This is an optimization exercise on Yosys and OpenROAD, whose aim is small area, not a production implementation.
Where RTL was checked, it was by simulation tests only, not by an equivalence proof against the original.
The RTL of run 1 was laid out without a check of its function.
Power is estimated from default activity; no workload was simulated.

--- design/flow/config.mk ---
export PLATFORM = sky130hd
export DESIGN_NAME = top
export DESIGN_NICKNAME = top
export VERILOG_FILES = /design/flow/design.v
export SDC_FILE = /design/flow/constraint.sdc
export NUM_CORES = 8
export LEC_CHECK = 0
export CAP_MARGIN = 25
export CORE_AREA = 10 10 430 430
export DIE_AREA = 0 0 440 440
export PLACE_DENSITY = 0.6
export SLEW_MARGIN = 25
export SYNTH_HIERARCHICAL = 1
--- design/flow/constraint.sdc ---
create_clock -name core_clock -period 10.0 [get_ports {clk}]
set_input_delay 2.0000 -clock core_clock [delete_from_list [all_inputs] [get_ports {clk}]]
set_output_delay 2.0000 -clock core_clock [all_outputs]
set_load 0.01 [all_outputs]
--- design/flow/design.v ---
module buffer (
    input  logic              clk,
    input  logic              wen,       
    input  logic [639:0]      din,
    output logic [3:0][143:0] dout,
    output logic [143:0]      set3_kept  
);
    always_ff @(posedge clk) begin
        for (int s = 0; s < 4; s++)
            if (wen) dout[s] <= din[s*160 +: 144];
        set3_kept <= dout[3];
    end
endmodule
module hadamard_product_unit (
    input  logic [71:0] kernel,
    input  logic [71:0] p0_n,    
    input  logic [71:0] p1_n,
    input  logic [71:0] p2_n,
    input  logic [2:0][26:0] d1,    
    input  logic [2:0][26:0] d2,
    input  logic [2:0][26:0] d3,
    output logic [7:0]  y0,
    output logic [7:0]  y1,
    output logic [7:0]  y2
);
    logic [71:0] kernel3;
    times3 u_k3 (.k(kernel), .k3(kernel3));
    logic [2:0][71:0] p_n;
    logic [2:0][7:0]  y;
    assign p_n = {p2_n, p1_n, p0_n};
    assign {y2, y1, y0} = y;
    for (genvar j = 0; j < 3; j++) begin : g_dp
        dot9 u_dp (.k(kernel), .k3(kernel3), .p_n(p_n[j]),
                   .d1(d1[j]), .d2(d2[j]), .d3(d3[j]), .y(y[j]));
    end
endmodule
module dot9 (
    input  logic [71:0] k,     
    input  logic [71:0] k3,    
    input  logic [71:0] p_n,    
    input  logic [26:0] d1,    
    input  logic [26:0] d2,    
    input  logic [26:0] d3,    
    output logic [7:0]  y
);
    logic pn1, pn2, pn3, pn4, pn5, pn6, pn7, pn8, pn9, pn10, pn11, pn12, pn13, pn14, pn15, pn16;
    logic pn17, pn18, pn19, pn20, pn21, pn22, pn23, pn24, pn25, pn26, pn27, pn28, pn29, pn30, pn31, pn32;
    logic pn33, pn34, pn35, pn36, pn37, pn38, pn39, pn40, pn41, pn42, pn43, pn44, pn45, pn46, pn47, pn48;
    logic pn49, pn50, pn51, pn52, pn53, pn54, pn55, pn56, pn57, pn58, pn59, pn60, pn61, pn62, pn63, pn64;
    logic pn65, pn66, pn67, pn68, pn69, pn70, pn71, pn72, pn73, pn74, pn75, pn76, pn77, pn78, pn79, pn80;
    logic pn81, pn82, pn83, pn84, pn85, pn86, pn87, pn88, pn89, pn90, pn91, pn92, pn93, pn94, pn95, pn96;
    logic pn97, pn98, pn99, pn100, pn101, pn102, pn103, pn104, pn105, pn106, pn107, pn108, pn109, pn110, pn111, pn112;
    logic pn113, pn114, pn115, pn116, pn117, pn118, pn119, pn120, pn121, pn122, pn123, pn124, pn125, pn126, pn127, pn128;
    logic pn129, pn130, pn131, pn132, pn133, pn134, pn135, pn136, pn137, pn138, pn139, pn140, pn141, pn142, pn143, pn144;
    logic pn145, pn146, pn147, pn148, pn149, pn150, pn151, pn152, pn153, pn154, pn155, pn156, pn157, pn158, pn159, pn160;
    logic pn161, pn162, pn163, pn164, pn165, pn166, pn167, pn168, pn169, pn170, pn171, pn172, pn173, pn174, pn175, pn176;
    logic pn177, pn178, pn179, pn180, pn181, pn182, pn183, pn184, pn185, pn186, pn187, pn188, pn189, s190, c191, s192;
    logic c193, s194, c195, s196, c197, s198, c199, s200, c201, s202, c203, s204, c205, s206, c207, s208;
    logic c209, s210, c211, s212, c213, s214, c215, s216, c217, s218, c219, s220, c221, s222, c223, s224;
    logic c225, s226, c227, s228, c229, s230, c231, s232, c233, s234, c235, s236, c237, s238, c239, s240;
    logic c241, s242, c243, s244, c245, s246, c247, s248, c249, s250, c251, s252, c253, s254, c255, s256;
    logic c257, s258, c259, s260, c261, s262, c263, s264, c265, s266, c267, s268, c269, s270, c271, s272;
    logic c273, s274, c275, s276, c277, s278, c279, s280, c281, s282, c283, s284, c285, s286, c287, s288;
    logic c289, s290, c291, s292, c293, s294, c295, s296, c297, s298, c299, s300, c301, s302, c303, s304;
    logic c305, s306, c307, s308, c309, s310, c311, s312, c313, s314, c315, s316, c317, s318, c319, s320;
    logic c321, s322, c323, s324, c325, s326, c327, s328, c329, s330, c331, s332, c333, s334, c335, s336;
    logic c337, s338, c339, s340, c341, s342, c343, s344, c345, s346, c347, s348, c349, s350, c351, s352;
    logic c353, s354, c355, s356, c357, s358, c359, s360, c361, s362, c363, s364, c365, s366, c367, s368;
    logic c369, s370, c371, s372, c373, s374, c375, s376, c377, s378, c379, s380, c381, s382, c383, s384;
    logic c385, s386, c387, s388, c389, s390, c391, s392, c393, s394, c395, s396, c397, s398, c399, s400;
    logic c401, s402, c403, s404, c405, s406, c407, s408, c409, s410, c411, s412, c413, x414, x415, x416;
    logic x417, x418, x419, x420, x421, x422, x423, x424, x425, x426, x427, x428, x429, x430, x431, x432;
    logic x433, x434, x435, x436, x437, x438, x439, x440, x441, x442, x443, x444, x445, x446, x447, x448;
    logic x449, x450, x451, x452, x453, x454, x455, x456, x457, x458, x459, x460, x461, x462, x463, x464;
    logic x465, x466, x467, x468, x469, x470, x471, x472, x473, x474, x475, x476, x477, x478, x479, x480;
    logic x481, x482, x483, x484, x485, x486, x487;
    assign pn1 = ~(k[0] & ~p_n[0]);
    assign pn2 = ~((d1[0] & k[1]) | (d2[0] & k[0]) | (d3[0] & k3[1]));
    assign pn3 = ~((d1[0] & k[2]) | (d2[0] & k[1]) | (d3[0] & k3[2]));
    assign pn4 = ~((d1[0] & k[3]) | (d2[0] & k[2]) | (d3[0] & k3[3]));
    assign pn5 = ~((d1[0] & k[4]) | (d2[0] & k[3]) | (d3[0] & k3[4]));
    assign pn6 = ~((d1[0] & k[5]) | (d2[0] & k[4]) | (d3[0] & k3[5]));
    assign pn7 = ~((d1[0] & k[6]) | (d2[0] & k[5]) | (d3[0] & k3[6]));
    assign pn8 = ~((d1[0] & k[7]) | (d2[0] & k[6]) | (d3[0] & k3[7]));
    assign pn9 = ~(k[0] & ~p_n[2]);
    assign pn10 = ~((d1[1] & k[1]) | (d2[1] & k[0]) | (d3[1] & k3[1]));
    assign pn11 = ~((d1[1] & k[2]) | (d2[1] & k[1]) | (d3[1] & k3[2]));
    assign pn12 = ~((d1[1] & k[3]) | (d2[1] & k[2]) | (d3[1] & k3[3]));
    assign pn13 = ~((d1[1] & k[4]) | (d2[1] & k[3]) | (d3[1] & k3[4]));
    assign pn14 = ~((d1[1] & k[5]) | (d2[1] & k[4]) | (d3[1] & k3[5]));
    assign pn15 = ~(k[0] & ~p_n[4]);
    assign pn16 = ~((d1[2] & k[1]) | (d2[2] & k[0]) | (d3[2] & k3[1]));
    assign pn17 = ~((d1[2] & k[2]) | (d2[2] & k[1]) | (d3[2] & k3[2]));
    assign pn18 = ~((d1[2] & k[3]) | (d2[2] & k[2]) | (d3[2] & k3[3]));
    assign pn19 = ~(k[0] & ~p_n[6]);
    assign pn20 = ~(k[1] & ~p_n[6]);
    assign pn21 = ~(k[0] & ~p_n[7]);
    assign pn22 = ~(k[8] & ~p_n[8]);
    assign pn23 = ~((d1[3] & k[9]) | (d2[3] & k[8]) | (d3[3] & k3[9]));
    assign pn24 = ~((d1[3] & k[10]) | (d2[3] & k[9]) | (d3[3] & k3[10]));
    assign pn25 = ~((d1[3] & k[11]) | (d2[3] & k[10]) | (d3[3] & k3[11]));
    assign pn26 = ~((d1[3] & k[12]) | (d2[3] & k[11]) | (d3[3] & k3[12]));
    assign pn27 = ~((d1[3] & k[13]) | (d2[3] & k[12]) | (d3[3] & k3[13]));
    assign pn28 = ~((d1[3] & k[14]) | (d2[3] & k[13]) | (d3[3] & k3[14]));
    assign pn29 = ~((d1[3] & k[15]) | (d2[3] & k[14]) | (d3[3] & k3[15]));
    assign pn30 = ~(k[8] & ~p_n[10]);
    assign pn31 = ~((d1[4] & k[9]) | (d2[4] & k[8]) | (d3[4] & k3[9]));
    assign pn32 = ~((d1[4] & k[10]) | (d2[4] & k[9]) | (d3[4] & k3[10]));
    assign pn33 = ~((d1[4] & k[11]) | (d2[4] & k[10]) | (d3[4] & k3[11]));
    assign pn34 = ~((d1[4] & k[12]) | (d2[4] & k[11]) | (d3[4] & k3[12]));
    assign pn35 = ~((d1[4] & k[13]) | (d2[4] & k[12]) | (d3[4] & k3[13]));
    assign pn36 = ~(k[8] & ~p_n[12]);
    assign pn37 = ~((d1[5] & k[9]) | (d2[5] & k[8]) | (d3[5] & k3[9]));
    assign pn38 = ~((d1[5] & k[10]) | (d2[5] & k[9]) | (d3[5] & k3[10]));
    assign pn39 = ~((d1[5] & k[11]) | (d2[5] & k[10]) | (d3[5] & k3[11]));
    assign pn40 = ~(k[8] & ~p_n[14]);
    assign pn41 = ~(k[9] & ~p_n[14]);
    assign pn42 = ~(k[8] & ~p_n[15]);
    assign pn43 = ~(k[16] & ~p_n[16]);
    assign pn44 = ~((d1[6] & k[17]) | (d2[6] & k[16]) | (d3[6] & k3[17]));
    assign pn45 = ~((d1[6] & k[18]) | (d2[6] & k[17]) | (d3[6] & k3[18]));
    assign pn46 = ~((d1[6] & k[19]) | (d2[6] & k[18]) | (d3[6] & k3[19]));
    assign pn47 = ~((d1[6] & k[20]) | (d2[6] & k[19]) | (d3[6] & k3[20]));
    assign pn48 = ~((d1[6] & k[21]) | (d2[6] & k[20]) | (d3[6] & k3[21]));
    assign pn49 = ~((d1[6] & k[22]) | (d2[6] & k[21]) | (d3[6] & k3[22]));
    assign pn50 = ~((d1[6] & k[23]) | (d2[6] & k[22]) | (d3[6] & k3[23]));
    assign pn51 = ~(k[16] & ~p_n[18]);
    assign pn52 = ~((d1[7] & k[17]) | (d2[7] & k[16]) | (d3[7] & k3[17]));
    assign pn53 = ~((d1[7] & k[18]) | (d2[7] & k[17]) | (d3[7] & k3[18]));
    assign pn54 = ~((d1[7] & k[19]) | (d2[7] & k[18]) | (d3[7] & k3[19]));
    assign pn55 = ~((d1[7] & k[20]) | (d2[7] & k[19]) | (d3[7] & k3[20]));
    assign pn56 = ~((d1[7] & k[21]) | (d2[7] & k[20]) | (d3[7] & k3[21]));
    assign pn57 = ~(k[16] & ~p_n[20]);
    assign pn58 = ~((d1[8] & k[17]) | (d2[8] & k[16]) | (d3[8] & k3[17]));
    assign pn59 = ~((d1[8] & k[18]) | (d2[8] & k[17]) | (d3[8] & k3[18]));
    assign pn60 = ~((d1[8] & k[19]) | (d2[8] & k[18]) | (d3[8] & k3[19]));
    assign pn61 = ~(k[16] & ~p_n[22]);
    assign pn62 = ~(k[17] & ~p_n[22]);
    assign pn63 = ~(k[16] & ~p_n[23]);
    assign pn64 = ~(k[24] & ~p_n[24]);
    assign pn65 = ~((d1[9] & k[25]) | (d2[9] & k[24]) | (d3[9] & k3[25]));
    assign pn66 = ~((d1[9] & k[26]) | (d2[9] & k[25]) | (d3[9] & k3[26]));
    assign pn67 = ~((d1[9] & k[27]) | (d2[9] & k[26]) | (d3[9] & k3[27]));
    assign pn68 = ~((d1[9] & k[28]) | (d2[9] & k[27]) | (d3[9] & k3[28]));
    assign pn69 = ~((d1[9] & k[29]) | (d2[9] & k[28]) | (d3[9] & k3[29]));
    assign pn70 = ~((d1[9] & k[30]) | (d2[9] & k[29]) | (d3[9] & k3[30]));
    assign pn71 = ~((d1[9] & k[31]) | (d2[9] & k[30]) | (d3[9] & k3[31]));
    assign pn72 = ~(k[24] & ~p_n[26]);
    assign pn73 = ~((d1[10] & k[25]) | (d2[10] & k[24]) | (d3[10] & k3[25]));
    assign pn74 = ~((d1[10] & k[26]) | (d2[10] & k[25]) | (d3[10] & k3[26]));
    assign pn75 = ~((d1[10] & k[27]) | (d2[10] & k[26]) | (d3[10] & k3[27]));
    assign pn76 = ~((d1[10] & k[28]) | (d2[10] & k[27]) | (d3[10] & k3[28]));
    assign pn77 = ~((d1[10] & k[29]) | (d2[10] & k[28]) | (d3[10] & k3[29]));
    assign pn78 = ~(k[24] & ~p_n[28]);
    assign pn79 = ~((d1[11] & k[25]) | (d2[11] & k[24]) | (d3[11] & k3[25]));
    assign pn80 = ~((d1[11] & k[26]) | (d2[11] & k[25]) | (d3[11] & k3[26]));
    assign pn81 = ~((d1[11] & k[27]) | (d2[11] & k[26]) | (d3[11] & k3[27]));
    assign pn82 = ~(k[24] & ~p_n[30]);
    assign pn83 = ~(k[25] & ~p_n[30]);
    assign pn84 = ~(k[24] & ~p_n[31]);
    assign pn85 = ~(k[32] & ~p_n[32]);
    assign pn86 = ~((d1[12] & k[33]) | (d2[12] & k[32]) | (d3[12] & k3[33]));
    assign pn87 = ~((d1[12] & k[34]) | (d2[12] & k[33]) | (d3[12] & k3[34]));
    assign pn88 = ~((d1[12] & k[35]) | (d2[12] & k[34]) | (d3[12] & k3[35]));
    assign pn89 = ~((d1[12] & k[36]) | (d2[12] & k[35]) | (d3[12] & k3[36]));
    assign pn90 = ~((d1[12] & k[37]) | (d2[12] & k[36]) | (d3[12] & k3[37]));
    assign pn91 = ~((d1[12] & k[38]) | (d2[12] & k[37]) | (d3[12] & k3[38]));
    assign pn92 = ~((d1[12] & k[39]) | (d2[12] & k[38]) | (d3[12] & k3[39]));
    assign pn93 = ~(k[32] & ~p_n[34]);
    assign pn94 = ~((d1[13] & k[33]) | (d2[13] & k[32]) | (d3[13] & k3[33]));
    assign pn95 = ~((d1[13] & k[34]) | (d2[13] & k[33]) | (d3[13] & k3[34]));
    assign pn96 = ~((d1[13] & k[35]) | (d2[13] & k[34]) | (d3[13] & k3[35]));
    assign pn97 = ~((d1[13] & k[36]) | (d2[13] & k[35]) | (d3[13] & k3[36]));
    assign pn98 = ~((d1[13] & k[37]) | (d2[13] & k[36]) | (d3[13] & k3[37]));
    assign pn99 = ~(k[32] & ~p_n[36]);
    assign pn100 = ~((d1[14] & k[33]) | (d2[14] & k[32]) | (d3[14] & k3[33]));
    assign pn101 = ~((d1[14] & k[34]) | (d2[14] & k[33]) | (d3[14] & k3[34]));
    assign pn102 = ~((d1[14] & k[35]) | (d2[14] & k[34]) | (d3[14] & k3[35]));
    assign pn103 = ~(k[32] & ~p_n[38]);
    assign pn104 = ~(k[33] & ~p_n[38]);
    assign pn105 = ~(k[32] & ~p_n[39]);
    assign pn106 = ~(k[40] & ~p_n[40]);
    assign pn107 = ~((d1[15] & k[41]) | (d2[15] & k[40]) | (d3[15] & k3[41]));
    assign pn108 = ~((d1[15] & k[42]) | (d2[15] & k[41]) | (d3[15] & k3[42]));
    assign pn109 = ~((d1[15] & k[43]) | (d2[15] & k[42]) | (d3[15] & k3[43]));
    assign pn110 = ~((d1[15] & k[44]) | (d2[15] & k[43]) | (d3[15] & k3[44]));
    assign pn111 = ~((d1[15] & k[45]) | (d2[15] & k[44]) | (d3[15] & k3[45]));
    assign pn112 = ~((d1[15] & k[46]) | (d2[15] & k[45]) | (d3[15] & k3[46]));
    assign pn113 = ~((d1[15] & k[47]) | (d2[15] & k[46]) | (d3[15] & k3[47]));
    assign pn114 = ~(k[40] & ~p_n[42]);
    assign pn115 = ~((d1[16] & k[41]) | (d2[16] & k[40]) | (d3[16] & k3[41]));
    assign pn116 = ~((d1[16] & k[42]) | (d2[16] & k[41]) | (d3[16] & k3[42]));
    assign pn117 = ~((d1[16] & k[43]) | (d2[16] & k[42]) | (d3[16] & k3[43]));
    assign pn118 = ~((d1[16] & k[44]) | (d2[16] & k[43]) | (d3[16] & k3[44]));
    assign pn119 = ~((d1[16] & k[45]) | (d2[16] & k[44]) | (d3[16] & k3[45]));
    assign pn120 = ~(k[40] & ~p_n[44]);
    assign pn121 = ~((d1[17] & k[41]) | (d2[17] & k[40]) | (d3[17] & k3[41]));
    assign pn122 = ~((d1[17] & k[42]) | (d2[17] & k[41]) | (d3[17] & k3[42]));
    assign pn123 = ~((d1[17] & k[43]) | (d2[17] & k[42]) | (d3[17] & k3[43]));
    assign pn124 = ~(k[40] & ~p_n[46]);
    assign pn125 = ~(k[41] & ~p_n[46]);
    assign pn126 = ~(k[40] & ~p_n[47]);
    assign pn127 = ~(k[48] & ~p_n[48]);
    assign pn128 = ~((d1[18] & k[49]) | (d2[18] & k[48]) | (d3[18] & k3[49]));
    assign pn129 = ~((d1[18] & k[50]) | (d2[18] & k[49]) | (d3[18] & k3[50]));
    assign pn130 = ~((d1[18] & k[51]) | (d2[18] & k[50]) | (d3[18] & k3[51]));
    assign pn131 = ~((d1[18] & k[52]) | (d2[18] & k[51]) | (d3[18] & k3[52]));
    assign pn132 = ~((d1[18] & k[53]) | (d2[18] & k[52]) | (d3[18] & k3[53]));
    assign pn133 = ~((d1[18] & k[54]) | (d2[18] & k[53]) | (d3[18] & k3[54]));
    assign pn134 = ~((d1[18] & k[55]) | (d2[18] & k[54]) | (d3[18] & k3[55]));
    assign pn135 = ~(k[48] & ~p_n[50]);
    assign pn136 = ~((d1[19] & k[49]) | (d2[19] & k[48]) | (d3[19] & k3[49]));
    assign pn137 = ~((d1[19] & k[50]) | (d2[19] & k[49]) | (d3[19] & k3[50]));
    assign pn138 = ~((d1[19] & k[51]) | (d2[19] & k[50]) | (d3[19] & k3[51]));
    assign pn139 = ~((d1[19] & k[52]) | (d2[19] & k[51]) | (d3[19] & k3[52]));
    assign pn140 = ~((d1[19] & k[53]) | (d2[19] & k[52]) | (d3[19] & k3[53]));
    assign pn141 = ~(k[48] & ~p_n[52]);
    assign pn142 = ~((d1[20] & k[49]) | (d2[20] & k[48]) | (d3[20] & k3[49]));
    assign pn143 = ~((d1[20] & k[50]) | (d2[20] & k[49]) | (d3[20] & k3[50]));
    assign pn144 = ~((d1[20] & k[51]) | (d2[20] & k[50]) | (d3[20] & k3[51]));
    assign pn145 = ~(k[48] & ~p_n[54]);
    assign pn146 = ~(k[49] & ~p_n[54]);
    assign pn147 = ~(k[48] & ~p_n[55]);
    assign pn148 = ~(k[56] & ~p_n[56]);
    assign pn149 = ~((d1[21] & k[57]) | (d2[21] & k[56]) | (d3[21] & k3[57]));
    assign pn150 = ~((d1[21] & k[58]) | (d2[21] & k[57]) | (d3[21] & k3[58]));
    assign pn151 = ~((d1[21] & k[59]) | (d2[21] & k[58]) | (d3[21] & k3[59]));
    assign pn152 = ~((d1[21] & k[60]) | (d2[21] & k[59]) | (d3[21] & k3[60]));
    assign pn153 = ~((d1[21] & k[61]) | (d2[21] & k[60]) | (d3[21] & k3[61]));
    assign pn154 = ~((d1[21] & k[62]) | (d2[21] & k[61]) | (d3[21] & k3[62]));
    assign pn155 = ~((d1[21] & k[63]) | (d2[21] & k[62]) | (d3[21] & k3[63]));
    assign pn156 = ~(k[56] & ~p_n[58]);
    assign pn157 = ~((d1[22] & k[57]) | (d2[22] & k[56]) | (d3[22] & k3[57]));
    assign pn158 = ~((d1[22] & k[58]) | (d2[22] & k[57]) | (d3[22] & k3[58]));
    assign pn159 = ~((d1[22] & k[59]) | (d2[22] & k[58]) | (d3[22] & k3[59]));
    assign pn160 = ~((d1[22] & k[60]) | (d2[22] & k[59]) | (d3[22] & k3[60]));
    assign pn161 = ~((d1[22] & k[61]) | (d2[22] & k[60]) | (d3[22] & k3[61]));
    assign pn162 = ~(k[56] & ~p_n[60]);
    assign pn163 = ~((d1[23] & k[57]) | (d2[23] & k[56]) | (d3[23] & k3[57]));
    assign pn164 = ~((d1[23] & k[58]) | (d2[23] & k[57]) | (d3[23] & k3[58]));
    assign pn165 = ~((d1[23] & k[59]) | (d2[23] & k[58]) | (d3[23] & k3[59]));
    assign pn166 = ~(k[56] & ~p_n[62]);
    assign pn167 = ~(k[57] & ~p_n[62]);
    assign pn168 = ~(k[56] & ~p_n[63]);
    assign pn169 = ~(k[64] & ~p_n[64]);
    assign pn170 = ~((d1[24] & k[65]) | (d2[24] & k[64]) | (d3[24] & k3[65]));
    assign pn171 = ~((d1[24] & k[66]) | (d2[24] & k[65]) | (d3[24] & k3[66]));
    assign pn172 = ~((d1[24] & k[67]) | (d2[24] & k[66]) | (d3[24] & k3[67]));
    assign pn173 = ~((d1[24] & k[68]) | (d2[24] & k[67]) | (d3[24] & k3[68]));
    assign pn174 = ~((d1[24] & k[69]) | (d2[24] & k[68]) | (d3[24] & k3[69]));
    assign pn175 = ~((d1[24] & k[70]) | (d2[24] & k[69]) | (d3[24] & k3[70]));
    assign pn176 = ~((d1[24] & k[71]) | (d2[24] & k[70]) | (d3[24] & k3[71]));
    assign pn177 = ~(k[64] & ~p_n[66]);
    assign pn178 = ~((d1[25] & k[65]) | (d2[25] & k[64]) | (d3[25] & k3[65]));
    assign pn179 = ~((d1[25] & k[66]) | (d2[25] & k[65]) | (d3[25] & k3[66]));
    assign pn180 = ~((d1[25] & k[67]) | (d2[25] & k[66]) | (d3[25] & k3[67]));
    assign pn181 = ~((d1[25] & k[68]) | (d2[25] & k[67]) | (d3[25] & k3[68]));
    assign pn182 = ~((d1[25] & k[69]) | (d2[25] & k[68]) | (d3[25] & k3[69]));
    assign pn183 = ~(k[64] & ~p_n[68]);
    assign pn184 = ~((d1[26] & k[65]) | (d2[26] & k[64]) | (d3[26] & k3[65]));
    assign pn185 = ~((d1[26] & k[66]) | (d2[26] & k[65]) | (d3[26] & k3[66]));
    assign pn186 = ~((d1[26] & k[67]) | (d2[26] & k[66]) | (d3[26] & k3[67]));
    assign pn187 = ~(k[64] & ~p_n[70]);
    assign pn188 = ~(k[65] & ~p_n[70]);
    assign pn189 = ~(k[64] & ~p_n[71]);
    fa u_s190 (.a(pn1), .b(pn22), .c(pn43), .s(s190), .co(c191));
    fa u_s192 (.a(pn64), .b(pn85), .c(pn106), .s(s192), .co(c193));
    fa u_s194 (.a(pn127), .b(pn148), .c(pn169), .s(s194), .co(c195));
    fa u_s196 (.a(s190), .b(s192), .c(s194), .s(s196), .co(c197));
    fa u_s198 (.a(pn2), .b(pn23), .c(pn44), .s(s198), .co(c199));
    fa u_s200 (.a(pn65), .b(pn86), .c(pn107), .s(s200), .co(c201));
    fa u_s202 (.a(pn128), .b(pn149), .c(pn170), .s(s202), .co(c203));
    fa u_s204 (.a(c191), .b(c193), .c(c195), .s(s204), .co(c205));
    fa u_s206 (.a(c197), .b(s198), .c(s200), .s(s206), .co(c207));
    fa u_s208 (.a(s202), .b(s204), .c(s206), .s(s208), .co(c209));
    fa u_s210 (.a(pn9), .b(pn30), .c(pn51), .s(s210), .co(c211));
    fa u_s212 (.a(pn72), .b(pn93), .c(pn114), .s(s212), .co(c213));
    fa u_s214 (.a(pn135), .b(pn156), .c(pn177), .s(s214), .co(c215));
    fa u_s216 (.a(s210), .b(s212), .c(s214), .s(s216), .co(c217));
    fa u_s218 (.a(pn3), .b(pn24), .c(pn45), .s(s218), .co(c219));
    fa u_s220 (.a(pn66), .b(pn87), .c(pn108), .s(s220), .co(c221));
    fa u_s222 (.a(pn129), .b(pn150), .c(pn171), .s(s222), .co(c223));
    fa u_s224 (.a(c199), .b(c201), .c(c203), .s(s224), .co(c225));
    fa u_s226 (.a(c205), .b(s216), .c(c207), .s(s226), .co(c227));
    fa u_s228 (.a(s218), .b(s220), .c(s222), .s(s228), .co(c229));
    fa u_s230 (.a(s224), .b(c209), .c(s226), .s(s230), .co(c231));
    assign s232 = ~(s228 ^ s230);
    assign c233 = s228 | s230;
    fa u_s234 (.a(pn10), .b(pn31), .c(pn52), .s(s234), .co(c235));
    fa u_s236 (.a(pn73), .b(pn94), .c(pn115), .s(s236), .co(c237));
    fa u_s238 (.a(pn136), .b(pn157), .c(pn178), .s(s238), .co(c239));
    fa u_s240 (.a(c211), .b(c213), .c(c215), .s(s240), .co(c241));
    fa u_s242 (.a(c217), .b(s234), .c(s236), .s(s242), .co(c243));
    fa u_s244 (.a(s238), .b(s240), .c(pn4), .s(s244), .co(c245));
    fa u_s246 (.a(pn25), .b(pn46), .c(pn67), .s(s246), .co(c247));
    fa u_s248 (.a(pn88), .b(pn109), .c(pn130), .s(s248), .co(c249));
    fa u_s250 (.a(pn151), .b(pn172), .c(c219), .s(s250), .co(c251));
    fa u_s252 (.a(c221), .b(c223), .c(c225), .s(s252), .co(c253));
    fa u_s254 (.a(s242), .b(c227), .c(c229), .s(s254), .co(c255));
    fa u_s256 (.a(s244), .b(s246), .c(s248), .s(s256), .co(c257));
    fa u_s258 (.a(s250), .b(s252), .c(c231), .s(s258), .co(c259));
    fa u_s260 (.a(s254), .b(s256), .c(c233), .s(s260), .co(c261));
    assign s262 = ~(s258 ^ s260);
    assign c263 = s258 | s260;
    fa u_s264 (.a(pn15), .b(pn36), .c(pn57), .s(s264), .co(c265));
    fa u_s266 (.a(pn78), .b(pn99), .c(pn120), .s(s266), .co(c267));
    fa u_s268 (.a(pn141), .b(pn162), .c(pn183), .s(s268), .co(c269));
    fa u_s270 (.a(s264), .b(s266), .c(s268), .s(s270), .co(c271));
    fa u_s272 (.a(pn11), .b(pn32), .c(pn53), .s(s272), .co(c273));
    fa u_s274 (.a(pn74), .b(pn95), .c(pn116), .s(s274), .co(c275));
    fa u_s276 (.a(pn137), .b(pn158), .c(pn179), .s(s276), .co(c277));
    fa u_s278 (.a(c235), .b(c237), .c(c239), .s(s278), .co(c279));
    fa u_s280 (.a(c241), .b(s270), .c(c243), .s(s280), .co(c281));
    fa u_s282 (.a(s272), .b(s274), .c(s276), .s(s282), .co(c283));
    fa u_s284 (.a(s278), .b(pn5), .c(pn26), .s(s284), .co(c285));
    fa u_s286 (.a(pn47), .b(pn68), .c(pn89), .s(s286), .co(c287));
    fa u_s288 (.a(pn110), .b(pn131), .c(pn152), .s(s288), .co(c289));
    fa u_s290 (.a(pn173), .b(c245), .c(c247), .s(s290), .co(c291));
    fa u_s292 (.a(c249), .b(c251), .c(c253), .s(s292), .co(c293));
    fa u_s294 (.a(s280), .b(s282), .c(c255), .s(s294), .co(c295));
    fa u_s296 (.a(c257), .b(s284), .c(s286), .s(s296), .co(c297));
    fa u_s298 (.a(s288), .b(s290), .c(s292), .s(s298), .co(c299));
    fa u_s300 (.a(c259), .b(s294), .c(s296), .s(s300), .co(c301));
    fa u_s302 (.a(s298), .b(c261), .c(s300), .s(s302), .co(c303));
    assign s304 = ~(c263 ^ s302);
    assign c305 = c263 | s302;
    fa u_s306 (.a(pn16), .b(pn37), .c(pn58), .s(s306), .co(c307));
    fa u_s308 (.a(pn79), .b(pn100), .c(pn121), .s(s308), .co(c309));
    fa u_s310 (.a(pn142), .b(pn163), .c(pn184), .s(s310), .co(c311));
    fa u_s312 (.a(c265), .b(c267), .c(c269), .s(s312), .co(c313));
    fa u_s314 (.a(c271), .b(s306), .c(s308), .s(s314), .co(c315));
    fa u_s316 (.a(s310), .b(s312), .c(pn12), .s(s316), .co(c317));
    fa u_s318 (.a(pn33), .b(pn54), .c(pn75), .s(s318), .co(c319));
    fa u_s320 (.a(pn96), .b(pn117), .c(pn138), .s(s320), .co(c321));
    fa u_s322 (.a(pn159), .b(pn180), .c(c273), .s(s322), .co(c323));
    fa u_s324 (.a(c275), .b(c277), .c(c279), .s(s324), .co(c325));
    fa u_s326 (.a(s314), .b(c281), .c(c283), .s(s326), .co(c327));
    fa u_s328 (.a(s316), .b(s318), .c(s320), .s(s328), .co(c329));
    fa u_s330 (.a(s322), .b(s324), .c(pn6), .s(s330), .co(c331));
    fa u_s332 (.a(pn27), .b(pn48), .c(pn69), .s(s332), .co(c333));
    fa u_s334 (.a(pn90), .b(pn111), .c(pn132), .s(s334), .co(c335));
    fa u_s336 (.a(pn153), .b(pn174), .c(c285), .s(s336), .co(c337));
    fa u_s338 (.a(c287), .b(c289), .c(c291), .s(s338), .co(c339));
    fa u_s340 (.a(c293), .b(s326), .c(s328), .s(s340), .co(c341));
    fa u_s342 (.a(c295), .b(c297), .c(c299), .s(s342), .co(c343));
    fa u_s344 (.a(s330), .b(s332), .c(s334), .s(s344), .co(c345));
    fa u_s346 (.a(s336), .b(s338), .c(s340), .s(s346), .co(c347));
    fa u_s348 (.a(c301), .b(s342), .c(s344), .s(s348), .co(c349));
    fa u_s350 (.a(s346), .b(c303), .c(s348), .s(s350), .co(c351));
    assign s352 = ~(c305 ^ s350);
    assign c353 = c305 | s350;
    fa u_s354 (.a(pn19), .b(pn40), .c(pn61), .s(s354), .co(c355));
    fa u_s356 (.a(pn82), .b(pn103), .c(pn124), .s(s356), .co(c357));
    fa u_s358 (.a(pn145), .b(pn166), .c(pn187), .s(s358), .co(c359));
    fa u_s360 (.a(s354), .b(s356), .c(s358), .s(s360), .co(c361));
    fa u_s362 (.a(pn17), .b(pn38), .c(pn59), .s(s362), .co(c363));
    fa u_s364 (.a(pn80), .b(pn101), .c(pn122), .s(s364), .co(c365));
    fa u_s366 (.a(pn143), .b(pn164), .c(pn185), .s(s366), .co(c367));
    fa u_s368 (.a(c307), .b(c309), .c(c311), .s(s368), .co(c369));
    fa u_s370 (.a(c313), .b(s360), .c(c315), .s(s370), .co(c371));
    fa u_s372 (.a(s362), .b(s364), .c(s366), .s(s372), .co(c373));
    fa u_s374 (.a(s368), .b(pn13), .c(pn34), .s(s374), .co(c375));
    fa u_s376 (.a(pn55), .b(pn76), .c(pn97), .s(s376), .co(c377));
    fa u_s378 (.a(pn118), .b(pn139), .c(pn160), .s(s378), .co(c379));
    fa u_s380 (.a(pn181), .b(c317), .c(c319), .s(s380), .co(c381));
    fa u_s382 (.a(c321), .b(c323), .c(c325), .s(s382), .co(c383));
    fa u_s384 (.a(s370), .b(s372), .c(c327), .s(s384), .co(c385));
    fa u_s386 (.a(c329), .b(s374), .c(s376), .s(s386), .co(c387));
    fa u_s388 (.a(s378), .b(s380), .c(s382), .s(s388), .co(c389));
    fa u_s390 (.a(c331), .b(c333), .c(c335), .s(s390), .co(c391));
    fa u_s392 (.a(c337), .b(c339), .c(pn7), .s(s392), .co(c393));
    fa u_s394 (.a(pn28), .b(pn49), .c(pn70), .s(s394), .co(c395));
    fa u_s396 (.a(pn91), .b(pn112), .c(pn133), .s(s396), .co(c397));
    fa u_s398 (.a(pn154), .b(pn175), .c(c341), .s(s398), .co(c399));
    fa u_s400 (.a(s384), .b(s386), .c(s388), .s(s400), .co(c401));
    fa u_s402 (.a(c343), .b(c345), .c(s390), .s(s402), .co(c403));
    fa u_s404 (.a(s392), .b(s394), .c(s396), .s(s404), .co(c405));
    fa u_s406 (.a(c347), .b(s398), .c(s400), .s(s406), .co(c407));
    fa u_s408 (.a(c349), .b(s402), .c(s404), .s(s408), .co(c409));
    fa u_s410 (.a(s406), .b(c351), .c(s408), .s(s410), .co(c411));
    assign s412 = ~(c353 ^ s410);
    assign c413 = c353 | s410;
    assign x414 = pn20 ^ pn21;
    assign x415 = pn41 ^ pn42;
    assign x416 = pn62 ^ pn63;
    assign x417 = pn83 ^ pn84;
    assign x418 = pn104 ^ pn105;
    assign x419 = pn125 ^ pn126;
    assign x420 = pn146 ^ pn147;
    assign x421 = pn167 ^ pn168;
    assign x422 = pn188 ^ pn189;
    assign x423 = x414 ^ x415;
    assign x424 = x416 ^ x417;
    assign x425 = x418 ^ x419;
    assign x426 = x420 ^ x421;
    assign x427 = x422 ^ c355;
    assign x428 = c357 ^ c359;
    assign x429 = x423 ^ x424;
    assign x430 = x425 ^ x426;
    assign x431 = x427 ^ x428;
    assign x432 = x429 ^ x430;
    assign x433 = c361 ^ x431;
    assign x434 = x432 ^ pn18;
    assign x435 = pn39 ^ pn60;
    assign x436 = pn81 ^ pn102;
    assign x437 = pn123 ^ pn144;
    assign x438 = pn165 ^ pn186;
    assign x439 = c363 ^ c365;
    assign x440 = c367 ^ c369;
    assign x441 = x433 ^ x434;
    assign x442 = x435 ^ x436;
    assign x443 = x437 ^ x438;
    assign x444 = x439 ^ x440;
    assign x445 = c371 ^ c373;
    assign x446 = x441 ^ x442;
    assign x447 = x443 ^ x444;
    assign x448 = pn14 ^ pn35;
    assign x449 = pn56 ^ pn77;
    assign x450 = pn98 ^ pn119;
    assign x451 = pn140 ^ pn161;
    assign x452 = pn182 ^ c375;
    assign x453 = c377 ^ c379;
    assign x454 = c381 ^ c383;
    assign x455 = x445 ^ x446;
    assign x456 = x447 ^ x448;
    assign x457 = x449 ^ x450;
    assign x458 = x451 ^ x452;
    assign x459 = x453 ^ x454;
    assign x460 = x455 ^ c385;
    assign x461 = c387 ^ c389;
    assign x462 = x456 ^ x457;
    assign x463 = x458 ^ x459;
    assign x464 = c391 ^ x460;
    assign x465 = x461 ^ pn8;
    assign x466 = pn29 ^ pn50;
    assign x467 = pn71 ^ pn92;
    assign x468 = pn113 ^ pn134;
    assign x469 = pn155 ^ pn176;
    assign x470 = c393 ^ c395;
    assign x471 = c397 ^ x462;
    assign x472 = x463 ^ c399;
    assign x473 = c401 ^ x464;
    assign x474 = x465 ^ x466;
    assign x475 = x467 ^ x468;
    assign x476 = x469 ^ x470;
    assign x477 = x471 ^ c403;
    assign x478 = x472 ^ c405;
    assign x479 = x473 ^ x474;
    assign x480 = x475 ^ x476;
    assign x481 = c407 ^ x477;
    assign x482 = x478 ^ x479;
    assign x483 = x480 ^ c409;
    assign x484 = x481 ^ x482;
    assign x485 = x483 ^ x484;
    assign x486 = c411 ^ x485;
    assign x487 = c413 ^ x486;
    assign y[0] = ~s196;
    assign y[1] = ~s208;
    assign y[2] = ~s232;
    assign y[3] = ~s262;
    assign y[4] = ~s304;
    assign y[5] = ~s352;
    assign y[6] = ~s412;
    assign y[7] = ~x487;
endmodule
module times3 (
    input  logic [71:0] k,
    output logic [71:0] k3
);
    for (genvar m = 0; m < 9; m++) begin : g_m
        logic [7:0] a, y;
        logic [7:1] c;
        assign a = k[m*8 +: 8];
        assign y[0] = a[0];
        assign y[1] = a[1] ^ a[0];
        assign c[1] = a[1] & a[0];
        for (genvar b = 2; b < 7; b++) begin : g_b
            fa u_fa (.a(a[b]), .b(a[b-1]), .c(c[b-1]), .s(y[b]), .co(c[b]));
        end
        assign y[7] = a[7] ^ a[6] ^ c[6];
        assign k3[m*8 +: 8] = y;
    end
endmodule
module fa (input logic a, input logic b, input logic c, output logic s, output logic co);
    assign s  = a ^ b ^ c;
    assign co = (a & b) | (c & (a ^ b));
endmodule
module for_output (
    input  logic          clk,
    input  logic          rst,
    input  logic [1:0]    op,
    input  logic          wr_reg,    
    input  logic          arr3,      
    input  logic          arr1,      
    input  logic [15:0]   lane0,     
    input  logic [15:0]   lane1,
    input  logic [15:0]   lane2,
    output logic [1279:0] dout
);
    localparam logic [1:0] WRITE = 2'd2;
    logic [3:0] index;       
    logic       dv;          
    logic       full;
    logic [2:0] res_index;
    logic [7:0] res_inval;   
    always_ff @(posedge clk or posedge rst) begin
        if (rst)
            full <= 1'b0;
        else if (op == WRITE)
            full <= 1'b0;
        else if (!res_inval[7] && dv)
            full <= 1'b1;
    end
    logic [4:0] sum;
    assign sum = index + (arr3 ? 5'd3 : 5'd1);
    always_ff @(posedge clk or posedge rst) begin
        if (rst) begin
            index <= 4'd0;
            dv    <= 1'b0;
        end else if (op == WRITE) begin
            index <= 4'd0;
            dv    <= 1'b0;
        end else if (!full && (arr3 || arr1)) begin
            if (sum >= 5'd9) begin
                index <= 4'(sum - 5'd9);
                dv    <= 1'b1;
            end else begin
                index <= sum[3:0];
                dv    <= 1'b0;
            end
        end
    end
    always_ff @(posedge clk or posedge rst) begin
        if (rst)
            res_index <= 3'd0;
        else if (wr_reg)
            res_index <= 3'd0;
        else if (dv && res_index != 3'd7)
            res_index <= res_index + 3'd1;
    end
    always_ff @(posedge clk or posedge rst) begin
        if (rst)
            res_inval <= '1;
        else if (wr_reg)
            res_inval <= '1;
        else if (!full && (dv || index != 4'd0))
            res_inval[res_index] <= 1'b0;
    end
    logic       acc_d;       
    logic       n3_d;
    logic [3:0] i_d;         
    assign n3_d = arr1;
    always_ff @(posedge clk or posedge rst) begin
        if (rst) begin
            acc_d <= 1'b0;
            i_d   <= 4'd0;
        end else begin
            acc_d <= (arr3 || arr1) && (op != WRITE) && !full;
            i_d   <= index;
        end
    end
    logic wr_now;
    assign wr_now = acc_d && !full && !wr_reg;
    logic [8:0][15:0] bus;
    logic [8:0]       to_cur;     
    logic [8:0]       to_next;    
    always_comb begin
        for (int e = 0; e < 9; e++) begin
            bus[e]     = '0;
            to_cur[e]  = 1'b0;
            to_next[e] = 1'b0;
            for (int k = 0; k < 3; k++) begin
                if ((k == 0 || n3_d) && (32'(i_d) + k == e)) begin
                    bus[e]    = (k == 0) ? lane0 : (k == 1) ? lane1 : lane2;
                    to_cur[e] = 1'b1;
                end
                if ((k == 0 || n3_d) && (32'(i_d) + k == e + 9)) begin
                    bus[e]     = (k == 0) ? lane0 : (k == 1) ? lane1 : lane2;
                    to_next[e] = 1'b1;
                end
            end
            if (e >= 32'(i_d) + (n3_d ? 3 : 1))
                to_cur[e] = 1'b1;    
        end
    end
    logic [7:0][8:0][15:0] rows_n;
    always_ff @(posedge clk) begin
        for (int r = 0; r < 8; r++)
            for (int e = 0; e < 9; e++)
                if (wr_now && ((to_cur[e] && r >= res_index) || (to_next[e] && r > res_index)))
                    rows_n[r][e] <= ~bus[e];
    end
    for (genvar r = 0; r < 8; r++) begin : g_row
        assign dout[r*160 +: 144]       = ~(rows_n[r] | {144{res_inval[r]}});
        assign dout[r*160 + 144 +: 16]  = 16'd0;
    end
endmodule
module top #(
    parameter DATA_WIDTH = 8,
    parameter BUFFER_SIZE = 2,
    parameter KERNEL_SIZE = 9,
    parameter NUM_OF_MUL = 2,
    parameter DATA_OF_SET = 20,
    parameter IN_NUM_OF_SET = 4,
    parameter OUT_NUM_OF_SET = 3
)(
    input  logic          clk,
    input  logic          rst,
    input  logic [639:0]  din,
    input  logic [71:0]   kernel,
    input  logic [1:0]    op,
    output logic [1279:0] dout,
    output logic          dout_valid
);
    localparam logic [1:0] READ  = 2'd1;
    localparam logic [1:0] WRITE = 2'd2;
    logic       rd_reg, wr_reg;    
    logic [5:0] cnt;               
    logic       wen;
    always_ff @(posedge clk or posedge rst) begin
        if (rst) begin
            rd_reg <= 1'b0;
            wr_reg <= 1'b0;
            cnt    <= 6'd0;
        end else begin
            rd_reg <= (op == READ);
            wr_reg <= (op == WRITE);
            if (cnt == 6'd32 || ((op == READ) && rd_reg))
                cnt <= 6'd0;
            else if ((op == READ) && !rd_reg)
                cnt <= cnt + 6'd1;
        end
    end
    assign wen        = (op == READ) && !rd_reg && (cnt == 6'd0);
    assign dout_valid = (op == WRITE) && !wr_reg;
    logic [4:1] ph;
    logic       ph2_n, ph4_n;    
    always_ff @(posedge clk or posedge rst) begin
        if (rst) begin
            ph    <= '0;
            ph2_n <= 1'b1;
            ph4_n <= 1'b1;
        end else begin
            ph    <= {ph[3:1], wen};
            ph2_n <= !ph[1];
            ph4_n <= !ph[3];
        end
    end
    logic [3:0][143:0] set_q;
    logic [143:0]      set3_q;
    buffer u_buf (.clk(clk), .wen(wen), .din(din), .dout(set_q), .set3_kept(set3_q));
    logic [71:0] kernel_d;
    always_ff @(posedge clk) kernel_d <= kernel;
    logic [71:0] k_src;
    assign k_src = ({72{ph[2]}} & kernel) | ({72{ph2_n}} & kernel_d);
    logic [71:0] pu0_n, pu1_n, pu2_n;
    assign pu0_n = ~(({72{ph[2]}} & set_q[0][71:0])   | ({72{ph[3]}} & set_q[1][143:72]) | ({72{ph[4]}} & set3_q[71:0]));
    assign pu1_n = ~(({72{ph[2]}} & set_q[0][143:72]) | ({72{ph[3]}} & set_q[2][71:0])   | ({72{ph[4]}} & set3_q[143:72]));
    assign pu2_n = ~(({72{ph[2]}} & set_q[1][71:0])   | ({72{ph2_n}} & set_q[2][143:72]));
    logic [2:0][26:0] d1, d2, d3;
    logic [2:0][71:0] pu_n;
    assign pu_n = {pu2_n, pu1_n, pu0_n};
    for (genvar j = 0; j < 3; j++) begin : g_dec
        for (genvar m = 0; m < 9; m++) begin : g_m
            for (genvar i = 0; i < 3; i++) begin : g_i
                assign d1[j][m*3+i] = ~pu_n[j][m*8+2*i] & pu_n[j][m*8+2*i+1];
                assign d2[j][m*3+i] = pu_n[j][m*8+2*i] & ~pu_n[j][m*8+2*i+1];
                assign d3[j][m*3+i] = ~(pu_n[j][m*8+2*i] | pu_n[j][m*8+2*i+1]);
            end
        end
    end
    logic [7:0] u0, u1, u2;
    hadamard_product_unit u_dp (
        .kernel(k_src),
        .p0_n(pu0_n),
        .p1_n(pu1_n),
        .p2_n(pu2_n),
        .d1(d1),
        .d2(d2),
        .d3(d3),
        .y0(u0),
        .y1(u1),
        .y2(u2)
    );
    logic [7:0] r0, r1, r2, r0_d, r1_d, r2_d;
    always_ff @(posedge clk) begin
        r0   <= u0;
        r1   <= u1;
        r2   <= u2;
        r0_d <= r0;
        r1_d <= r1;
        r2_d <= r2;
    end
    logic [15:0] lane0, lane1, lane2;
    assign lane0 = ({16{ph[4]}} & {r1_d, r0_d}) | ({16{ph4_n}} & {r1, r0});
    assign lane1 = {r0, r2_d};
    assign lane2 = {r2, r1};
    for_output u_out (
        .clk(clk),
        .rst(rst),
        .op(op),
        .wr_reg(wr_reg),
        .arr3(ph[3]),
        .arr1(ph[4]),
        .lane0(lane0),
        .lane1(lane1),
        .lane2(lane2),
        .dout(dout)
    );
endmodule
--- design/flow/flow/run.sh ---
#!/bin/bash
# The standard layout (standard.sh) with these placement settings changed:
#  - plain buf_1 cells as the port buffers (every port still gets one);
#  - pins may sit one routing track apart, so a smaller die holds them, and
#    the eight result rows' pins for the same bit sit together;
#  - clock tree: larger sink clusters, small clock buffers, no dummy loads;
#  - one tie cell for the constant outputs (as synthesis leaves it);
#  - global routing may use 90% of each layer's tracks (the platform allows 80%).
set -o pipefail
export BUFFER_PORTS_ARGS="-buffer_cell sky130_fd_sc_hd__buf_1"
groups=""
for e in $(seq 0 143); do
  g=""
  for r in $(seq 0 7); do g="$g dout[$((r * 160 + e))]"; done
  groups="$groups -group_pins {$g }"
done
export PLACE_PINS_ARGS="-min_distance 1 -min_distance_in_tracks$groups"
export CTS_ARGS="-sink_clustering_enable -repair_clock_nets -dont_use_dummy_load -buf_list {sky130_fd_sc_hd__clkbuf_4 sky130_fd_sc_hd__clkbuf_8} -sink_clustering_size 18 -sink_clustering_max_diameter 45"
export SKIP_REPAIR_TIE_FANOUT=1
export FASTROUTE_TCL="$(pwd)/flow/fastroute.tcl"
bash standard.sh > standard.log 2>&1
--- design/flow/flow/fastroute.tcl ---
# The platform's global-routing setup (platforms/sky130hd/fastroute.tcl) with
# the layer capacity adjustment lowered from 0.2 to 0.1.
set_global_routing_layer_adjustment $::env(MIN_ROUTING_LAYER)-$::env(MAX_ROUTING_LAYER) 0.1

set_routing_layers -clock $::env(MIN_CLK_ROUTING_LAYER)-$::env(MAX_ROUTING_LAYER)
set_routing_layers -signal $::env(MIN_ROUTING_LAYER)-$::env(MAX_ROUTING_LAYER)
--- design/flow/standard.sh ---
#!/bin/bash
# synth_recipe.tcl (not shown) runs the flow's synth.tcl, then flattens the netlist and writes it again
# the make line also repeats each setting of config.mk as NAME=value (left out here)
make -C /OpenROAD-flow-scripts/flow DESIGN_CONFIG=/design/flow/config.mk WORK_HOME=/design/flow/orfs CLKGATE_MAP_FILE= SYNTH_SCRIPT=/design/flow/synth_recipe.tcl "${@:-finish}"
==> metrics.cfg, run 1 <==
[outcome]
status = finished clean

[timing]
timing.slew.headroom = 0.2088
skew_ps = 148.0
hold_viol = 0
worst_pin_slew_ps = 1187
hold_ws_ps = 270.0
fin_ws_ps = 786.4
fmax_mhz = 108.5
slew_violations = 0
finalCritPeriodShare = 0.9214
finalSetupViolations = 0
finalCriticalPeriod_ps = 9214
rsz0062_at_grt = false

[min_path]
hold_start = u_buf.dout[502]
hold_end = u_buf.set3_kept[70]
worstHoldPathType = reg -> reg
hold_depth = 0

[drt]
drcViolationCount = 0
drt-vias-per-instance = 6.513
ant_nets = 0
drt-pass1-iter-count = 16
route.detailed.wl_per_inst_um = 37.88
first_iter_violations = 14120
wl_um = 392100
vias = 67400

[power_and_ir_drop]
p_per_area_nw_per_um2 = 325.9
worst_ir_drop_vdd_mv = 1.149
leakagePower_nw = 30.49
power_mw = 33.20

[clocking]
ctsResizeCount = 0
clk_path_buf_depth = 3
clkLatencyLatePin_ps = 1080
clock_sinks = 2028
cts_buffers = 196
htreeDepth = 4
clockRootBuffer = clkbuf_8
hold_buffers = 0
cts_tree = built
cts_setup_buffers = 0
clk_pin_slew_ps = 80

[synthesis]
avgSynthCellArea_um2 = 14.62
netlist_instances = 6048
syn_nets = 7174
ys_warn_count = 9
syn_area_um2 = 88400

[grt]
grt_overflow_total = 0
grtUsageTotal = 0.3464
grt_pass1_vias = 64950
grt_max_degree = 165
grt_pass1_wl_um = 521000
antenna_found_initial = 54

[final_layout]
nets = 9107
top_regs = u_out.rows_n x1152, u_buf.dout x576, u_buf.set3_kept x144
largest_reg_flops = 1152
instances_no_fill = 10350
drive_above_1_share = 0.08723
area_delta_synth_final_pct = 15.27
top_register = u_out.rows_n

[setup_path]
critPathLaunchType = flip-flop
worstPathRequired_ps = 10830
arrival_ps = 10050
endpoint_kind = flip-flop
critical_path_class = reg -> reg
rr_startpoint = ph[2]
rrSetupSlack_ps = 790
cp_max_fo = 44
r2r_end = r1[7]
rr_worst_depth = 23

[placed_design]
port_buffers = 1804
pre_cts_ws_ps = 412.5
hpwlAfterDp_um = 286200
gp_congestion = 1.001
dp.cells = 10080

[floorplan]
initial_core_util = 0.5030
core_area_um2 = 175700
die_area_um2 = 193600
rows = 154
die_h_um = 440
die_x_um = 440
pin_count = 1997

[flow_run]
cap_violations = 0

-- cell type report --
type	count	area [um^2]
Clock buffer	196	2698
Tap cell	2340	2928
Fill cell	14430	73830
Inverter	55	206.4
Timing Repair Buffer	2189	9753
Sequential cell	2028	58130
Multi-Input combinational cell	3511	28110
Antenna cell	30	75.07
-- worst max-delay path by stage --
stage	start	endpoint	slack (ps)
after floorplan	op[1]	ph[1]	-6960
after global placement	kernel[25]	r0[7]	470
after detailed placement	kernel[25]	r1[7]	410
after CTS	ph[2]	r1[7]	970
after global routing	ph[2]	r1[7]	580
final	ph[2]	r1[7]	790
-- metrics by stage --
step	setup TNS, ps	instance area [um^2]	utilization
2_1_floorplan	-3740450	88410	-
3_3_place_gp	0	98570	0.5609
3_5_place_dp	0	98840	0.5625
4_1_cts	0	101500	0.5778
5_1_grt	0	101900	0.5797
6_report	0	101900	0.5799
-- worst max-delay path, cell delays in order (launching register included) --
cell,delay (ps)
dfrtp_4,660
buf_4,370
a222oi_1,920
buf_4,300
nor2b_1,450
a222oi_1,260
buf_4,210
fa_1,540
fa_1,450
fa_1,400
fa_1,420
fa_1,420
fa_1,460
fa_1,460
fa_1,530
fa_1,540
inv_1,60
ha_1,220
xnor2_1,230
xnor2_1,190
xnor2_1,160
xnor2_1,150
xnor2_1,140
xnor3_1,390
-- where the power goes --
| group | internal, mW | switching (mW) |
|---|---|---|
| clock network | 1.73 | 2.59 |
| logic | 7.41 | 10.4 |
| registers | 10.5 | 0.589 |
| total | 19.6 | 13.6 |
-- placed cells by master (no fill, tap or decap), types with 84 or more instances in the layout --
cell type and n:
buf_4 312, dfxtp_1 264, edfxtp_1 1728, nand2b_1 158, nand2_1 84, nor2b_1 211
nor2_1 1277, fa_1 367, xnor2_1 187, clkbuf_8 196, a222oi_1 662, a22o_1 104
buf_1 1804
-- routing by layer --
metal  share of wire  GRT usage
met5         0.00074  0.0002481
met4            0.10     0.2646
met3            0.13     0.1036
met2            0.44     0.5382
met1            0.33     0.4075
==> run 2: changes to the inputs <==
--- a/design/flow/design.v
+++ b/design/flow/design.v
@@ -635,14 +635,12 @@
     assign dout_valid = (op == WRITE) && !wr_reg;
     logic [4:1] ph;
-    logic       ph2_n, ph4_n;    
+    logic       ph2_n;     
     always_ff @(posedge clk or posedge rst) begin
         if (rst) begin
             ph    <= '0;
             ph2_n <= 1'b1;
-            ph4_n <= 1'b1;
         end else begin
             ph    <= {ph[3:1], wen};
             ph2_n <= !ph[1];
-            ph4_n <= !ph[3];
         end
     end
@@ -655,7 +653,7 @@
     assign k_src = ({72{ph[2]}} & kernel) | ({72{ph2_n}} & kernel_d);
     logic [71:0] pu0_n, pu1_n, pu2_n;
-    assign pu0_n = ~(({72{ph[2]}} & set_q[0][71:0])   | ({72{ph[3]}} & set_q[1][143:72]) | ({72{ph[4]}} & set3_q[71:0]));
-    assign pu1_n = ~(({72{ph[2]}} & set_q[0][143:72]) | ({72{ph[3]}} & set_q[2][71:0])   | ({72{ph[4]}} & set3_q[143:72]));
-    assign pu2_n = ~(({72{ph[2]}} & set_q[1][71:0])   | ({72{ph2_n}} & set_q[2][143:72]));
+    assign pu0_n = ~(({72{ph[2]}} & set_q[2][71:0])   | ({72{ph[3]}} & set_q[0][71:0])   | ({72{ph[4]}} & set3_q[71:0]));
+    assign pu1_n = ~(({72{ph[2]}} & set_q[2][143:72]) | ({72{ph[3]}} & set_q[0][143:72]) | ({72{ph[4]}} & set3_q[143:72]));
+    assign pu2_n = ~(({72{ph[2]}} & set_q[1][71:0])   | ({72{ph2_n}} & set_q[1][143:72]));
     logic [2:0][26:0] d1, d2, d3;
     logic [2:0][71:0] pu_n;
@@ -693,7 +691,7 @@
     end
     logic [15:0] lane0, lane1, lane2;
-    assign lane0 = ({16{ph[4]}} & {r1_d, r0_d}) | ({16{ph4_n}} & {r1, r0});
-    assign lane1 = {r0, r2_d};
-    assign lane2 = {r2, r1};
+    assign lane0 = {r1, r0};
+    assign lane1 = {r2, r2_d};
+    assign lane2 = {r1_d, r0_d};
     for_output u_out (
         .clk(clk),
--- a/design/flow/config.mk
+++ b/design/flow/config.mk
@@ -7,7 +7,7 @@
 export LEC_CHECK = 0
 export CAP_MARGIN = 25
-export CORE_AREA = 10 10 430 430
-export DIE_AREA = 0 0 440 440
-export PLACE_DENSITY = 0.6
+export CORE_AREA = 10 10 395 395
+export DIE_AREA = 0 0 405 405
+export PLACE_DENSITY = 0.7
 export SLEW_MARGIN = 25
 export SYNTH_HIERARCHICAL = 1
==> metrics.cfg, run 2 <==
[grt]
grt_max_degree = 192
antenna_found_initial = 69
grt_pass1_wl_um = 499500
grt_overflow_total = 0
grt_pass1_vias = 64830
grtUsageTotal = 0.3909

[timing]
hold_ws_ps = 287.4
finalCriticalPeriod_ps = 9103
worst_pin_slew_ps = 1229
fin_ws_ps = 896.8
hold_viol = 0
skew_ps = 160.1
rsz0062_at_grt = false
timing.slew.headroom = 0.1805
fmax_mhz = 109.9
finalCritPeriodShare = 0.9103
finalSetupViolations = 0
slew_violations = 0

[synthesis]
ys_warn_count = 9
syn_nets = 7151
netlist_instances = 6025
syn_area_um2 = 88220
avgSynthCellArea_um2 = 14.64

[floorplan]
pin_count = 1997
initial_core_util = 0.5981
die_h_um = 405
core_area_um2 = 147500
rows = 141
die_area_um2 = 164000
die_x_um = 405

[final_layout]
instances_no_fill = 9870
top_register = u_out.rows_n
area_delta_synth_final_pct = 14.21
layout_commonest_cell = buf_1
nets = 9015
regArea_um2 = 58110
largest_reg_flops = 1152
drive_above_1_share = 0.07988
fill_cells = 10540
top_regs = u_out.rows_n x1152, u_buf.dout x576, u_buf.set3_kept x144
mostFrequentLayoutCells = buf_1 (1804), edfxtp_1 (1728), nor2_1 (1276), a222oi_1 (662), fa_1 (368)
multiInputGateArea_um2 = 28150

[clocking]
cts_tree = built
clkLatencyLatePin_ps = 1000
ctsResizeCount = 0
htreeDepth = 4
clockRootBuffer = clkbuf_8
cts_buffers = 168
cts_setup_buffers = 0
hold_buffers = 0
clk_path_buf_depth = 3
clk_pin_slew_ps = 90
clock_sinks = 2027

[setup_path]
rrSetupSlack_ps = 900
path_cells = buf_4, a222oi_1, nor2_1, a222oi_1, fa_1, fa_1, fa_1, fa_1, fa_1, fa_1, fa_1, fa_1, fa_1, inv_1, ha_1, xnor2_1, xnor2_1, xnor2_1, xnor2_1, xnor2_1, xnor3_1
cpMostUsedCell = fa_1
worstPathRequired_ps = 10750
cp_max_fo = 53
endpoint_kind = flip-flop
cp_num_cells = 21
cp_top_family = adder cells
rr_worst_depth = 21
r2r_end = r1[7]
rr_startpoint = ph[3]
critical_path_class = reg -> reg
cp_slowest_cell = a222oi_1
critPathLaunchType = flip-flop
arrival_ps = 9850
cp.buffers_inverters = 2
cpPeakStageDelay_ps = 960

[min_path]
hold_depth = 0
hold_start = u_buf.dout[482]
hold_end = u_buf.set3_kept[50]
worstHoldPathType = reg -> reg

[drt]
drcViolationCount = 0
first_iter_violations = 16550
route.detailed.wl_per_inst_um = 38.05
wl_um = 375500
drt-pass1-iter-count = 28
vias = 68830
drt-vias-per-instance = 6.973
ant_nets = 0

[outcome]
status = finished clean

[placed_design]
port_buffers = 1804
gp_congestion = 1.030
hpwlAfterDp_um = 270100
dp.cells = 9594
pre_cts_ws_ps = 282.5

[flow_run]
cap_violations = 0

[power_and_ir_drop]
leakagePower_nw = 28.93
worst_ir_drop_vdd_mv = 1.087
p_per_area_nw_per_um2 = 395.4

## run 2: worst max-delay path by stage
stage / endpoint / startpoint / slack (ps)
CTS: r0[7] / ph[3] / 1120
finish: r1[7] / ph[3] / 900
global placement: r0[7] / kernel[1] / 380
floorplan: ph[1] / op[1] / -7030
detailed placement: r0[7] / kernel[1] / 280
global route: r0[7] / ph[3] / 720
## run 2: layer usage
layer  track usage  part of all wire
met5             0            0.0010
met4        0.2892              0.10
met3        0.1316              0.15
met2        0.5896              0.43
met1        0.4716              0.32
## run 2: cell type report
class,count,area share
multi-input cells,3494,0.2794
well taps,1930,0.02397
clock buffers,168,0.02295
diodes,53,0.001316
repair buffers,2144,0.09365
flip-flops and latches,2027,0.5767
inverters,54,0.002012
## run 2: metrics by stage
step	total power, mW	util	TNS (ps)	instance area [um^2]
after floorplan	26.63	-	-3779150	88230
after detailed placement	34.83	0.6636	0	97870
after CTS	38.82	0.6792	0	100200
after global placement	34.50	0.6617	0	97590
after global routing	41.08	0.6830	0	100700
final	39.84	0.6831	0	100800
## run 2: power by group
| part | internal (mW) | leakage [nW] | total, mW | switching, mW |
|---|---|---|---|---|
| Combinational | 10.4 | 11.6 | 24.1 | 13.8 |
| Sequential | 10.7 | 16.1 | 11.7 | 0.991 |
| Clock | 1.49 | 1.21 | 3.97 | 2.47 |
| Total | 22.6 | 28.9 | 39.8 | 17.2 |
==> run 3: changes to the inputs <==
--- a/design/flow/config.mk
+++ b/design/flow/config.mk
@@ -6,8 +6,8 @@
 export NUM_CORES = 8
 export LEC_CHECK = 0
-export CAP_MARGIN = 25
+export CAP_MARGIN = 20
 export CORE_AREA = 10 10 395 395
 export DIE_AREA = 0 0 405 405
 export PLACE_DENSITY = 0.7
-export SLEW_MARGIN = 25
+export SLEW_MARGIN = 20
 export SYNTH_HIERARCHICAL = 1
==> metrics.cfg, run 3 <==
[synthesis]
netlist_instances = 6025
syn_nets = 7151
avgSynthCellArea_um2 = 14.64
syn_area_um2 = 88220
ys_warn_count = 9

[grt]
grt_pass1_vias = 65000
grt_overflow_total = 0
grt_max_degree = 192
antenna_found_initial = 75
grt_pass1_wl_um = 499300
grtUsageTotal = 0.3905

[clocking]
clock_sinks = 2027
cts_setup_buffers = 0
hold_buffers = 0
htreeDepth = 4
clockRootBuffer = clkbuf_8
cts_buffers = 170
clk_path_buf_depth = 3
ctsResizeCount = 0

[outcome]
tool.error = [ERROR DRT-1231] Pin _3144_/B does not have access point
status = stopped before the end
stop_stage = detailed routing

[placed_design]
hpwlAfterDp_um = 269700
place_area_um2 = 97660
dp.cells = 9584
gp_congestion = 1.030
port_buffers = 1804

[floorplan]
rows = 141
initial_core_util = 0.5981
pin_count = 1997
die_h_um = 405
die_x_um = 405

[run 3: worst max-delay path by stage]
stage | cells past startpoint | startpoint | slack [ps] | endpoint
after floorplan | 2 | op[1] | -7030 | ph[1]
after global placement | 22 | kernel[1] | 380 | r0[7]
after detailed placement | 22 | kernel[1] | 340 | r0[7]
after CTS | 21 | ph[3] | 1090 | r0[7]
after global routing | 21 | ph[3] | 720 | r0[7]
[run 3: power groups by stage]
stage / combinational [mW] / clock, mW / sequential [mW]
2_1_floorplan: 15.4 / 0 / 11.3
3_3_place_gp: 22.7 / 0 / 11.8
3_5_place_dp: 23.0 / 0 / 11.8
4_1_cts: 23.1 / 4.00 / 11.6
5_1_grt: 25.1 / 4.32 / 11.7
[run 3: per-stage QoR]
stage / worst slack [ps] / util
after floorplan: -7027 / -
after global routing: 720.3 / 0.6806
after detailed placement: 342.5 / 0.6622
after global placement: 375.4 / 0.6617
after CTS: 1092 / 0.6781
[run 3: layer usage]
layer  GRT usage
met4      0.2859
met1      0.4687
met2      0.5947
met5           0
met3      0.1294
==> run 4: changes to the inputs <==
--- a/design/flow/config.mk
+++ b/design/flow/config.mk
@@ -7,7 +7,7 @@
 export LEC_CHECK = 0
 export CAP_MARGIN = 20
-export CORE_AREA = 10 10 395 395
-export DIE_AREA = 0 0 405 405
-export PLACE_DENSITY = 0.7
+export CORE_AREA = 10 10 410 410
+export DIE_AREA = 0 0 420 420
+export PLACE_DENSITY = 0.65
 export SLEW_MARGIN = 20
 export SYNTH_HIERARCHICAL = 1
==> metrics.cfg, run 4 <==
[floorplan]
die_x_um = 420
core_area_um2 = 158700
rows = 146
die_h_um = 420
initial_core_util = 0.5557
die_area_um2 = 176400
pin_count = 1997

[drt]
route.detailed.wl_per_inst_um = 37.73
drt-vias-per-instance = 6.755
ant_nets = 0
drt-pass1-iter-count = 22
first_iter_violations = 15360
vias = 67730
drcViolationCount = 0
wl_um = 378300

[final_layout]
largest_reg_flops = 1152
fin_area_um2 = 100900
mostFrequentLayoutCells = buf_1 (1804), edfxtp_1 (1728), nor2_1 (1280), a222oi_1 (662), fa_1 (368)
fill_cells = 12120
layout_commonest_cell = buf_1
final_util = 0.6359
drive_above_1_share = 0.08221
nets = 9047
area_delta_synth_final_pct = 14.43
top_register = u_out.rows_n
top_regs = u_out.rows_n x1152, u_buf.dout x576, u_buf.set3_kept x144

[synthesis]
syn_area_um2 = 88220
avgSynthCellArea_um2 = 14.64
ys_warn_count = 9
syn_nets = 7151
netlist_instances = 6025

[setup_path]
cpMostUsedCell = fa_1
critPathLaunchType = flip-flop
cp.buffers_inverters = 6
cp_top_family = adder cells
cp_max_fo = 33
arrival_ps = 9740
endpoint_kind = flip-flop
rr_startpoint = ph[2]
cpPeakStageDelay_ps = 880
rr_worst_depth = 23
cp_slowest_cell = dfrtp_4
r2r_end = r0[7]
path_cells = buf_12, buf_12, buf_4, a22o_1, buf_4, fa_1, buf_4, a222oi_1, fa_1, fa_1, fa_1, fa_1, fa_1, fa_1, fa_1, inv_1, ha_1, xnor2_1, xnor2_1, xnor2_1, xnor2_1, xnor2_1, xnor3_1
worstPathRequired_ps = 10750
cp-startpoint = ph[2]
cp_num_cells = 23
rrSetupSlack_ps = 1010
critical_path_class = reg -> reg
endpoint = r0[7]

[clocking]
clkLatencyLatePin_ps = 1020
clk_path_buf_depth = 3
clock_sinks = 2027
clockRootBuffer = clkbuf_8
htreeDepth = 4
ctsResizeCount = 0
cts_buffers = 179
cts_setup_buffers = 0
cts_tree = built
clk_pin_slew_ps = 100
hold_buffers = 0

[outcome]
status = finished clean

[grt]
grt_max_degree = 156
grt_pass1_vias = 63860
grtUsageTotal = 0.3666
antenna_found_initial = 65
grt_overflow_total = 0
grt_pass1_wl_um = 503700

[flow_run]
cap_violations = 0

[power_and_ir_drop]
leakagePower_nw = 29.02
worst_ir_drop_vdd_mv = 1.514
p_per_area_nw_per_um2 = 404.5

[timing]
timing.slew.headroom = 0.1477
finalCriticalPeriod_ps = 8994
fmax_mhz = 111.2
finalSetupViolations = 0
skew_ps = 141.0
worst_pin_slew_ps = 1278
rsz0062_at_grt = false
hold_viol = 0
finalCritPeriodShare = 0.8994
slew_violations = 0

[placed_design]
place_area_um2 = 98090
hpwlAfterDp_um = 274100
gp_congestion = 0.9978
port_buffers = 1804

[min_path]
worstHoldPathType = reg -> reg

-- run 4: worst min path at each step --
stage / startpoint / endpoint / slack (ps) / cells after the start
6_report: u_buf.dout[558] / u_buf.set3_kept[126] / 290 / 0
5_1_grt: u_buf.dout[558] / u_buf.set3_kept[126] / 280 / 0
4_1_cts: u_buf.dout[558] / u_buf.set3_kept[126] / 280 / 0
3_5_place_dp: u_buf.dout[535] / u_buf.set3_kept[103] / 330 / 0
3_3_place_gp: u_buf.dout[568] / u_buf.set3_kept[136] / 320 / 0
2_1_floorplan: u_buf.dout[432] / u_buf.set3_kept[0] / 320 / 0
-- run 4: metrics by stage --
stage	setup slack (ps)	setup TNS (ps)	instances	hold WS, ps	power [mW]
final	1006	0	10030	291.8	40.83
after global routing	764.9	0	10020	275.7	42.37
after CTS	1182	0	9951	280.0	40.21
after detailed placement	460.5	0	9772	326.9	36.10
after global placement	526.8	0	9760	323.8	35.75
after floorplan	-7027	-3779150	6025	323.3	26.63
-- run 4: layout make-up --
cell class,count,area [um^2],share of cell area
Antenna cell,36,90.09,0.0008924
Clock buffer,179,2464,0.02441
Sequential cell,2027,58110,0.5756
Timing Repair Buffer,2165,9498,0.09409
Tap cell,2072,2592,0.02568
Inverter,54,202.7,0.002008
Multi-Input combinational cell,3494,27990,0.2773
-- run 4: where the power goes --
| part | switching [mW] | internal, mW | total, mW |
|---|---|---|---|
| Clock | 2.53 | 1.59 | 4.11 |
| Combinational | 14.3 | 10.7 | 25.1 |
| Sequential | 0.897 | 10.7 | 11.6 |
| Total | 17.8 | 23.1 | 40.8 |
-- run 4: per-layer routing --
metal	part of all wire	wire length, um	track usage	up-vias
met5	0.00080	303	0	-
met4	0.088	33390	0.2416	46
met3	0.14	52980	0.1171	1491
met2	0.44	168100	0.5693	6456
met1	0.33	123500	0.4439	33110
li1	-	-	-	26630

afterwards: timing with drivers on the ports:
How much do the figures lean on ideal ports? The routed layouts below were timed once more, with nothing changed but the port constraints. Step 1 sets driving cells, clkbuf_16 on the clock port and buf_2 on the other inputs (assumed; they add their load-dependent delay and slew). Step 2 moves the port delays by t, midway between the first and last clock arrival at a register: inputs arrive t later, outputs are due t later. That takes back most of the time a late clock gives input paths. Slacks: no drivers / after step 1 / after step 2; pairs: no drivers / after step 1.
run	shift t [ns]	slack for setup (ns)	worst register clock-pin slew, ns	worst slew at a driven data input, ns
run 1	1.091	0.786 / 0.786 / 0.095	0.11 / 0.11	0.17
run 2	1.005	0.897 / 0.897 / -0.054	0.11 / 0.11	0.25
run 4	1.046	1.006 / 1.006 / 0.197	0.11 / 0.11	0.28
Met with ideal ports but missed after step 2: setup timing in run 2. The setup slack of run 2, which loses most, moves by 0.000 ns with the drivers and by -0.951 ns with both steps.
